Background: an optimization exercise with open tools, aiming at small area, a short achievable clock period and few clock cycles. Do not read the settings as production practice. The RTL was checked by simulation tests, not by an equivalence proof against the original design. Power figures rest on the tool's default switching activity, not on a simulated workload.

==> flow/design.v <==
module add16 (output [15:0] s, input [15:0] a, input [15:0] b, input cin);
wire [15:0] p0 = a ^ b;
wire g0_0 = a[0] & b[0] | p0[0] & cin;
wire g0_1 = a[1] & b[1];
wire g0_2 = a[2] & b[2];
wire g0_3 = a[3] & b[3];
wire g0_4 = a[4] & b[4];
wire g0_5 = a[5] & b[5];
wire g0_6 = a[6] & b[6];
wire g0_7 = a[7] & b[7];
wire g0_8 = a[8] & b[8];
wire g0_9 = a[9] & b[9];
wire g0_10 = a[10] & b[10];
wire g0_11 = a[11] & b[11];
wire g0_12 = a[12] & b[12];
wire g0_13 = a[13] & b[13];
wire g0_14 = a[14] & b[14];
wire g0_15 = a[15] & b[15];
wire g_1_0 = g0_1 | p0[1] & g0_0;
wire g_3_2 = g0_3 | p0[3] & g0_2;
wire p_3_2 = p0[3] & p0[2];
wire g_5_4 = g0_5 | p0[5] & g0_4;
wire p_5_4 = p0[5] & p0[4];
wire g_7_6 = g0_7 | p0[7] & g0_6;
wire p_7_6 = p0[7] & p0[6];
wire g_9_8 = g0_9 | p0[9] & g0_8;
wire p_9_8 = p0[9] & p0[8];
wire g_11_10 = g0_11 | p0[11] & g0_10;
wire p_11_10 = p0[11] & p0[10];
wire g_13_12 = g0_13 | p0[13] & g0_12;
wire p_13_12 = p0[13] & p0[12];
wire g_15_14 = g0_15 | p0[15] & g0_14;
wire p_15_14 = p0[15] & p0[14];
wire g_3_0 = g_3_2 | p_3_2 & g_1_0;
wire g_7_4 = g_7_6 | p_7_6 & g_5_4;
wire p_7_4 = p_7_6 & p_5_4;
wire g_11_8 = g_11_10 | p_11_10 & g_9_8;
wire p_11_8 = p_11_10 & p_9_8;
wire g_15_12 = g_15_14 | p_15_14 & g_13_12;
wire p_15_12 = p_15_14 & p_13_12;
wire g_7_0 = g_7_4 | p_7_4 & g_3_0;
wire g_15_8 = g_15_12 | p_15_12 & g_11_8;
wire p_15_8 = p_15_12 & p_11_8;
wire g_15_0 = g_15_8 | p_15_8 & g_7_0;
wire g_11_0 = g_11_8 | p_11_8 & g_7_0;
wire g_5_0 = g_5_4 | p_5_4 & g_3_0;
wire g_9_0 = g_9_8 | p_9_8 & g_7_0;
wire g_13_0 = g_13_12 | p_13_12 & g_11_0;
wire g_2_0 = g0_2 | p0[2] & g_1_0;
wire g_4_0 = g0_4 | p0[4] & g_3_0;
wire g_6_0 = g0_6 | p0[6] & g_5_0;
wire g_8_0 = g0_8 | p0[8] & g_7_0;
wire g_10_0 = g0_10 | p0[10] & g_9_0;
wire g_12_0 = g0_12 | p0[12] & g_11_0;
wire g_14_0 = g0_14 | p0[14] & g_13_0;
assign s[0] = p0[0] ^ cin;
assign s[1] = p0[1] ^ g0_0;
assign s[2] = p0[2] ^ g_1_0;
assign s[3] = p0[3] ^ g_2_0;
assign s[4] = p0[4] ^ g_3_0;
assign s[5] = p0[5] ^ g_4_0;
assign s[6] = p0[6] ^ g_5_0;
assign s[7] = p0[7] ^ g_6_0;
assign s[8] = p0[8] ^ g_7_0;
assign s[9] = p0[9] ^ g_8_0;
assign s[10] = p0[10] ^ g_9_0;
assign s[11] = p0[11] ^ g_10_0;
assign s[12] = p0[12] ^ g_11_0;
assign s[13] = p0[13] ^ g_12_0;
assign s[14] = p0[14] ^ g_13_0;
assign s[15] = p0[15] ^ g_14_0;
endmodule
module MU0 ( Addr, Dout, Halted, Rd, Wr, cc, fetch, regC, Clk, Din,
     Reset, srcC );
output  Halted, Rd, Wr, fetch;
input  Clk, Reset;
output [11:0]  Addr;
output [1:0]  cc;
output [15:0]  Dout;
output [15:0]  regC;
input [15:0]  Din;
input [1:0]  srcC;
reg  [15:0] acc;
reg  [11:0] pc;      
reg  [11:0] sa;      
reg  [1:0]  op;      
reg         st;      
reg         hlt;     
wire        N = acc[15];
wire        Z = ~|acc;
wire        fc   = ~st & ~hlt;                   
wire [2:0]  f    = Din[14:12];
wire        stp  = &f;
wire        take = f[2] & ~f[0] & (~f[1] | ~Z) |    
               f[2] & ~f[1] & f[0] & ~N;            
wire        is_sta = ~op[1] & op[0];
wire [11:0] pc_n = pc + {11'd0, fc};
wire        en = st & ~is_sta;
wire [15:0] alu;
add16 u_add (.s(alu), .a(acc & {16{op[1] | ~en}}),
             .b((Din ^ {16{op[0]}}) & {16{en}}), .cin(op[0] & en));
always @(posedge Clk or posedge Reset)
  if (Reset) begin
    acc <= 16'd0;
    pc  <= 12'd0;
    st  <= 1'b0;
    hlt <= 1'b0;
  end else begin
    st  <= fc & ~f[2];
    hlt <= hlt | fc & stp;
    acc <= alu;
    pc  <= fc & take ? Din[11:0] : pc_n;
  end
always @(posedge Clk) begin
  sa <= Din[11:0];
  op <= Din[13:12];
end
assign Addr   = st ? sa : pc;
assign Dout   = acc;
assign Rd     = ~Reset & ~hlt & ~(st & is_sta);
assign fetch  = ~Reset & fc;
assign Wr     = st & is_sta;
assign Halted = hlt | ~Reset & fc & stp;
assign cc     = {N, Z};
assign regC   = srcC[1] ? {14'd0, N, Z} :
                srcC[0] ? {4'd0, pc_n} : acc;
endmodule
clock: 10.0 ns
lec_check: 0
cap_margin: 20
core_margin: 2
core_utilization: 70
slew_margin: 20
standard.sh (not shown) runs the stock make flow with config.mk's settings and CLKGATE_MAP_FILE= SYNTH_SCRIPT=/design/flow/synth_recipe.tcl, a recipe that flattens the netlist after the stock synthesis.
==> flow/flow/run.sh <==
#!/bin/bash
set -euo pipefail
bash standard.sh "SETUP_SLACK_MARGIN=5.5" "BUFFER_PORTS_ARGS=-buffer_cell sky130_fd_sc_hd__buf_1" finish > standard.log 2>&1
The starting point finished with timing, DRC and antenna clean.
Testbench counts at the start, summed over its fixed seeds: cycles 63,547.
Rerun with:
==> flow/flow/run.sh (replaced) <==
#!/bin/bash
set -euo pipefail
bash standard.sh "SETUP_SLACK_MARGIN=5" "BUFFER_PORTS_ARGS=-buffer_cell sky130_fd_sc_hd__buf_1" finish > standard.log 2>&1
CTS_CLUSTER_DIAMETER = 200   (was not set)
CTS_CLUSTER_SIZE = 50   (was not set)
Effect: Total power drops by a little under a tenth; clock skew stays flat; via count came out lower by a quarter to a third.
Rerun with:
CORE_UTILIZATION = 40   (was 70)
CTS_CLUSTER_DIAMETER = not set   (was 200)
CTS_CLUSTER_SIZE = not set   (was 50)
Maximum frequency goes down by 1.8%.
Final cell count is higher by 11%.
Cell area came out higher by 1.6%.
Rerun with:
CORE_UTILIZATION = 70   (was 40)
After rerunning:
- area after synthesis is unchanged
- first-iteration DRC count went up by 99%
- power is about the same
- die area went down by 41%
- clock power hardly moves
- worst setup slack gets better by 90 ps
- maximum frequency went up by 1.9%
- utilization went up by 33 points

MU0, a different RTL version from the one above (not shown whole).
Size in the first run: about 320 cells after synthesis, roughly 70 I/O pins, about 2300 sq um of cells after synthesis.
Settings: LEC_CHECK=0, CAP_MARGIN=20, CORE_MARGIN=2, CORE_UTILIZATION=55, GPL_TIMING_DRIVEN=0, SLEW_MARGIN=20; clock period 10.0 ns.
==> flow/flow/run.sh <==
#!/bin/bash
# Standard ORFS layout in parts:
#  1. the standard synthesis; flow/remap.sh then re-maps its combinational
#     logic for area (flip-flops unchanged);
#  2. floorplan and placement; flow/size_io.tcl then sizes the port buffers
#     on the paths from the inputs straight to the outputs (srcC to regC,
#     Reset to Rd and fetch);
#  3. clock tree, routing and the rest.
# Each step's full output is in its own .log file here.
# Ports are buffered with buf_1; timing repair aims at a 5.3 ns setup margin.
set -euo pipefail
K=("SETUP_SLACK_MARGIN=5.3" "BUFFER_PORTS_ARGS=-buffer_cell sky130_fd_sc_hd__buf_1" "CTS_ARGS=-sink_clustering_enable -repair_clock_nets -dont_use_dummy_load -buf_list sky130_fd_sc_hd__clkbuf_8")
R=orfs/results/$FLOW_PLATFORM/MU0/base
bash standard.sh "${K[@]}" synth > standard_synth.log 2>&1
cp $R/1_2_yosys.v standard_1_2_yosys.v
bash flow/remap.sh standard_1_2_yosys.v $R/1_2_yosys.v > remap.log 2>&1
rm -f $R/1_synth.odb $R/1_synth.sdc
bash standard.sh "${K[@]}" place > standard_place.log 2>&1
openroad -no_init -exit flow/size_io.tcl > size_io.log 2>&1
bash standard.sh "${K[@]}" finish > standard_finish.log 2>&1
==> flow/flow/remap.abc <==
strash
dch -f
amap
topo
Other scripts of this flow, unchanged in this note and not shown: flow/flow/cellmodels.py, flow/flow/remap.sh, flow/flow/size_io.tcl
The starting point finished with timing, DRC and antenna clean.
Testbench counts at the start, summed over its fixed seeds: cycles 63,739.
Edit:
--- a/flow/flow/run.sh
+++ b/flow/flow/run.sh
@@ -11,3 +11,3 @@
 set -euo pipefail
-K=("SETUP_SLACK_MARGIN=5.3" "BUFFER_PORTS_ARGS=-buffer_cell sky130_fd_sc_hd__buf_1" "CTS_ARGS=-sink_clustering_enable -repair_clock_nets -dont_use_dummy_load -buf_list sky130_fd_sc_hd__clkbuf_8")
+K=("SETUP_SLACK_MARGIN=5.35" "BUFFER_PORTS_ARGS=-buffer_cell sky130_fd_sc_hd__buf_1" "CTS_ARGS=-sink_clustering_enable -repair_clock_nets -dont_use_dummy_load -buf_list sky130_fd_sc_hd__clkbuf_8")
 R=orfs/results/$FLOW_PLATFORM/MU0/base
--- a/flow/config.mk
+++ b/flow/config.mk
@@ -10,3 +10,2 @@
 export CORE_UTILIZATION = 55
-export GPL_TIMING_DRIVEN = 0
 export SLEW_MARGIN = 20
After rerunning:
- first-iteration DRC count came out higher by 15%
- wire length is about the same
- die area stays the same
- cell count came out lower by 0.68%
- clock-buffer cell count stays the same
- core utilization stays flat
Edit:
--- a/flow/flow/run.sh
+++ b/flow/flow/run.sh
@@ -11,3 +11,3 @@
 set -euo pipefail
-K=("SETUP_SLACK_MARGIN=5.35" "BUFFER_PORTS_ARGS=-buffer_cell sky130_fd_sc_hd__buf_1" "CTS_ARGS=-sink_clustering_enable -repair_clock_nets -dont_use_dummy_load -buf_list sky130_fd_sc_hd__clkbuf_8")
+K=("SETUP_SLACK_MARGIN=5.3" "BUFFER_PORTS_ARGS=-buffer_cell sky130_fd_sc_hd__buf_1" "CTS_ARGS=-sink_clustering_enable -repair_clock_nets -dont_use_dummy_load -buf_list sky130_fd_sc_hd__clkbuf_8")
 R=orfs/results/$FLOW_PLATFORM/MU0/base
==> flow/flow/remap.abc (replaced) <==
strash
dch -f
amap -m
topo
=> Cell area went down slightly. Clock power hardly moves. Worst setup slack loses 0.0038 ns. Routed wire length went down by a few percent. Clock skew rose by 0.013 ns. Die area climbs slightly. First-iteration DRC count decreases by a quarter to a third. Count of clock-buffer cells in the layout stays the same. Via count is about the same.

Starting RTL as in the previous note.
==> flow/design.v (excerpt) <==
module MU0 ( Addr, Dout, Halted, Rd, Wr, cc, fetch, regC, Clk, Din,
     Reset, srcC );
==> flow/config.mk <==
export PLATFORM = sky130hd
export DESIGN_NAME = MU0
export DESIGN_NICKNAME = MU0
export VERILOG_FILES = /design/flow/design.v
export SDC_FILE = /design/flow/constraint.sdc
export NUM_CORES = 4
export LEC_CHECK = 0
export CAP_MARGIN = 20
export CORE_MARGIN = 2
export CORE_UTILIZATION = 45
export SLEW_MARGIN = 20
==> flow/constraint.sdc <==
create_clock -name core_clock -period 10.0 [get_ports {Clk}]
set_input_delay 2.0000 -clock core_clock [delete_from_list [all_inputs] [get_ports {Clk}]]
set_output_delay 2.0000 -clock core_clock [all_outputs]
set_load 0.01 [all_outputs]
==> flow/flow/run.sh <==
#!/bin/bash
# Standard ORFS layout in parts:
#  1. the standard synthesis; flow/remap.sh then re-maps its combinational
#     logic for area (flip-flops unchanged);
#  2. floorplan and placement; flow/size_io.tcl then sizes the port buffers
#     on the paths from the inputs straight to the outputs (srcC to regC,
#     Reset to Rd and fetch);
#  3. clock tree, routing and the rest.
# Each step's full output is in its own .log file here.
# Ports are buffered with buf_1; timing repair aims at a 5.3 ns setup margin.
set -euo pipefail
K=("SETUP_SLACK_MARGIN=5.3" "BUFFER_PORTS_ARGS=-buffer_cell sky130_fd_sc_hd__buf_1" "CTS_ARGS=-sink_clustering_enable -repair_clock_nets -dont_use_dummy_load -buf_list sky130_fd_sc_hd__clkbuf_8")
R=orfs/results/$FLOW_PLATFORM/MU0/base
bash standard.sh "${K[@]}" synth > standard_synth.log 2>&1
cp $R/1_2_yosys.v standard_1_2_yosys.v
bash flow/remap.sh standard_1_2_yosys.v $R/1_2_yosys.v > remap.log 2>&1
rm -f $R/1_synth.odb $R/1_synth.sdc
bash standard.sh "${K[@]}" place > standard_place.log 2>&1
openroad -no_init -exit flow/size_io.tcl > size_io.log 2>&1
bash standard.sh "${K[@]}" finish > standard_finish.log 2>&1
==> flow/flow/remap.sh <==
#!/bin/bash
# Re-map the combinational logic of the standard synthesis netlist with ABC
# for area (flow/remap.abc). The flip-flops stay the cells and names the
# standard synthesis gave them: the combinational cells are read as their
# liberty functions and flattened into gates, while the flip-flops and tie
# cells stay black boxes, and ABC maps only the gates. The cells on the
# short paths from the inputs straight to the outputs (srcC to regC, Reset
# to Rd and fetch) are kept as the standard synthesis mapped them.
# usage: flow/remap.sh NETLIST_IN NETLIST_OUT
set -euo pipefail
LIB=$FLOW_HOME/platforms/$FLOW_PLATFORM/lib/sky130_fd_sc_hd__tt_025C_1v80.lib
python3 flow/cellmodels.py $LIB > remap_models.v
cat > remap.ys <<EOY
read_verilog remap_models.v
read_liberty -lib -ignore_redef $LIB
read_verilog $1
hierarchy -top $FLOW_TOP
cd $FLOW_TOP
select -set fwd w:srcC w:Reset %u w:Din %u %co3
select -set bwd w:regC w:Halted %u w:Rd %u w:fetch %u %ci3
select -set keep @fwd @bwd %i t:sky130_fd_sc_hd__df* %d
setattr -set keep_hierarchy 1 @keep
cd
flatten
opt -purge
techmap
opt -fast -purge
abc -liberty $LIB -script flow/remap.abc -dont_use *probe* -dont_use *lpflow*
opt_clean -purge
blackbox sky130_fd_sc_hd__*
stat -liberty $LIB
write_verilog -noattr -nohex -nodec $2
EOY
yosys -l remap_yosys.log remap.ys > /dev/null
Other scripts of this flow, unchanged in this note and not shown: flow/flow/cellmodels.py, flow/flow/remap.abc, flow/flow/size_io.tcl
Testbench counts at the start, summed over its fixed seeds: cycles 63,739.
Edit:
--- a/flow/flow/remap.sh
+++ b/flow/flow/remap.sh
@@ -5,5 +5,5 @@
 # liberty functions and flattened into gates, while the flip-flops and tie
-# cells stay black boxes, and ABC maps only the gates. The cells on the
-# short paths from the inputs straight to the outputs (srcC to regC, Reset
-# to Rd and fetch) are kept as the standard synthesis mapped them.
+# cells stay black boxes, and ABC maps only the gates. The multiplexers
+# that srcC selects regC with (mux2i and nor2 cells between srcC and regC)
+# are kept as the standard synthesis mapped them, for speed.
 # usage: flow/remap.sh NETLIST_IN NETLIST_OUT
@@ -18,5 +18,5 @@
 cd $FLOW_TOP
-select -set fwd w:srcC w:Reset %u w:Din %u %co3
-select -set bwd w:regC w:Halted %u w:Rd %u w:fetch %u %ci3
-select -set keep @fwd @bwd %i t:sky130_fd_sc_hd__df* %d
+select -set fwd w:srcC %co5
+select -set bwd w:regC %ci5
+select -set keep @fwd @bwd %i t:sky130_fd_sc_hd__mux2i* t:sky130_fd_sc_hd__nor2_* %u %i
 setattr -set keep_hierarchy 1 @keep
Settings changed: CORE_UTILIZATION 45 to 55.
Total power rises by a few percent.
Non-clock buffer count rises by 6.
Synthesized cell count falls by a few percent.
Sequential power rises by a few percent.
Synthesized area rises slightly.
Final area rises slightly.
Final cell count falls by a few percent.
Routed wire length falls by a few percent.
Edit:
--- a/flow/flow/run.sh
+++ b/flow/flow/run.sh
@@ -11,3 +11,3 @@
 set -euo pipefail
-K=("SETUP_SLACK_MARGIN=5.3" "BUFFER_PORTS_ARGS=-buffer_cell sky130_fd_sc_hd__buf_1" "CTS_ARGS=-sink_clustering_enable -repair_clock_nets -dont_use_dummy_load -buf_list sky130_fd_sc_hd__clkbuf_8")
+K=("SETUP_SLACK_MARGIN=5.6" "BUFFER_PORTS_ARGS=-buffer_cell sky130_fd_sc_hd__buf_1" "CTS_ARGS=-sink_clustering_enable -repair_clock_nets -dont_use_dummy_load -buf_list sky130_fd_sc_hd__clkbuf_8")
 R=orfs/results/$FLOW_PLATFORM/MU0/base
--- a/flow/flow/remap.sh
+++ b/flow/flow/remap.sh
@@ -5,5 +5,5 @@
 # liberty functions and flattened into gates, while the flip-flops and tie
-# cells stay black boxes, and ABC maps only the gates. The multiplexers
-# that srcC selects regC with (mux2i and nor2 cells between srcC and regC)
-# are kept as the standard synthesis mapped them, for speed.
+# cells stay black boxes, and ABC maps only the gates. The cells on the
+# short paths from the inputs straight to the outputs (srcC to regC, Reset
+# to Rd and fetch) are kept as the standard synthesis mapped them.
 # usage: flow/remap.sh NETLIST_IN NETLIST_OUT
@@ -18,5 +18,5 @@
 cd $FLOW_TOP
-select -set fwd w:srcC %co5
-select -set bwd w:regC %ci5
-select -set keep @fwd @bwd %i t:sky130_fd_sc_hd__mux2i* t:sky130_fd_sc_hd__nor2_* %u %i
+select -set fwd w:srcC w:Reset %u w:Din %u %co3
+select -set bwd w:regC w:Halted %u w:Rd %u w:fetch %u %ci3
+select -set keep @fwd @bwd %i t:sky130_fd_sc_hd__df* %d
 setattr -set keep_hierarchy 1 @keep
Result: The changed run ran to the end with no violations; routed wire length rises by 12%; sequential power stays flat; final cell count rises by 2.1%; flip-flop and latch count stays the same; design area rises by 7.7%; critical path depth rises by 1.
Edit:
--- a/flow/flow/run.sh
+++ b/flow/flow/run.sh
@@ -11,3 +11,3 @@
 set -euo pipefail
-K=("SETUP_SLACK_MARGIN=5.6" "BUFFER_PORTS_ARGS=-buffer_cell sky130_fd_sc_hd__buf_1" "CTS_ARGS=-sink_clustering_enable -repair_clock_nets -dont_use_dummy_load -buf_list sky130_fd_sc_hd__clkbuf_8")
+K=("SETUP_SLACK_MARGIN=5.4" "BUFFER_PORTS_ARGS=-buffer_cell sky130_fd_sc_hd__buf_1" "CTS_ARGS=-sink_clustering_enable -repair_clock_nets -dont_use_dummy_load -buf_list sky130_fd_sc_hd__clkbuf_8")
 R=orfs/results/$FLOW_PLATFORM/MU0/base
After rerunning:
- worst setup slack gets worse by 59 ps
- cell area decreases by 8.5%
- via count is lower by about 5%
- power is lower by about 4.4%
Edit:
--- a/flow/flow/run.sh
+++ b/flow/flow/run.sh
@@ -11,3 +11,3 @@
 set -euo pipefail
-K=("SETUP_SLACK_MARGIN=5.4" "BUFFER_PORTS_ARGS=-buffer_cell sky130_fd_sc_hd__buf_1" "CTS_ARGS=-sink_clustering_enable -repair_clock_nets -dont_use_dummy_load -buf_list sky130_fd_sc_hd__clkbuf_8")
+K=("SETUP_SLACK_MARGIN=5.25" "BUFFER_PORTS_ARGS=-buffer_cell sky130_fd_sc_hd__buf_1" "CTS_ARGS=-sink_clustering_enable -repair_clock_nets -dont_use_dummy_load -buf_list sky130_fd_sc_hd__clkbuf_8")
 R=orfs/results/$FLOW_PLATFORM/MU0/base
=> The changed run produced a clean layout. Via count hardly moves. Final cell count is unchanged. Wire length goes down by 0.57%. Flip-flop and latch count does not change. Global-route usage goes down by 0.28 points.

static timing again, ports no longer ideal:
In the flow no input, the clock included, has a driving cell. The finished layouts below were timed again as built, in two steps.
Step 1 assumes that a clkbuf_16 drives the clock port and a buf_2 every other input.
Step 2 times the ports against the registers' clock, not the clock port: input delays grow and output delays shrink by t, the midpoint of the rising clock arrivals with the driver on.
Three values: ideal, step 1, step 2; two values: the first two.
run | t, ns | slack for setup (ns) | hold WS [ns] | worst setup path after step 2 | worst register clock-pin slew, ns
the first run of note 1 | 0.336 | 5.201 / 5.136 / 5.103 | 0.658 / 0.658 / 0.658 | input to register | 0.09 / 0.09
the second run of note 1 | 0.326 | 5.176 / 5.148 / 5.148 | 0.569 / 0.569 / 0.569 | input to output | 0.09 / 0.09
the third run of note 1 | 0.329 | 5.086 / 5.061 / 5.061 | 0.536 / 0.536 / 0.536 | input to output | 0.10 / 0.10
the fourth run of note 1 | 0.326 | 5.176 / 5.148 / 5.148 | 0.569 / 0.569 / 0.569 | input to output | 0.09 / 0.09
the first run of note 2 | 0.318 | 5.347 / 5.309 / 5.247 | 0.450 / 0.450 / 0.450 | input to register | 0.08 / 0.08
the second run of note 2 | 0.319 | 5.367 / 5.306 / 5.283 | 0.459 / 0.459 / 0.459 | input to register | 0.08 / 0.08
the third run of note 2 | 0.318 | 5.364 / 5.323 / 5.185 | 0.445 / 0.445 / 0.445 | input to register | 0.09 / 0.09
the first run of note 3 | 0.316 | 5.370 / 5.329 / 5.089 | 0.445 / 0.445 / 0.445 | input to register | 0.08 / 0.08
the second run of note 3 | 0.320 | 5.340 / 5.298 / 5.201 | 0.469 / 0.469 / 0.469 | input to register | 0.08 / 0.08
the third run of note 3 | 0.327 | 5.426 / 5.266 / 5.266 | 0.453 / 0.453 / 0.453 | input to output | 0.08 / 0.08
the fourth run of note 3 | 0.316 | 5.366 / 5.306 / 5.285 | 0.460 / 0.460 / 0.460 | input to register | 0.08 / 0.08
the fifth run of note 3 | 0.315 | 5.325 / 5.302 / 5.219 | 0.455 / 0.455 / 0.455 | input to register | 0.08 / 0.08
After both steps setup and hold are still met in every run listed. The setup slack of the first run of note 3, which loses most, moves by -0.041 ns with the drivers and by -0.281 ns with both steps.
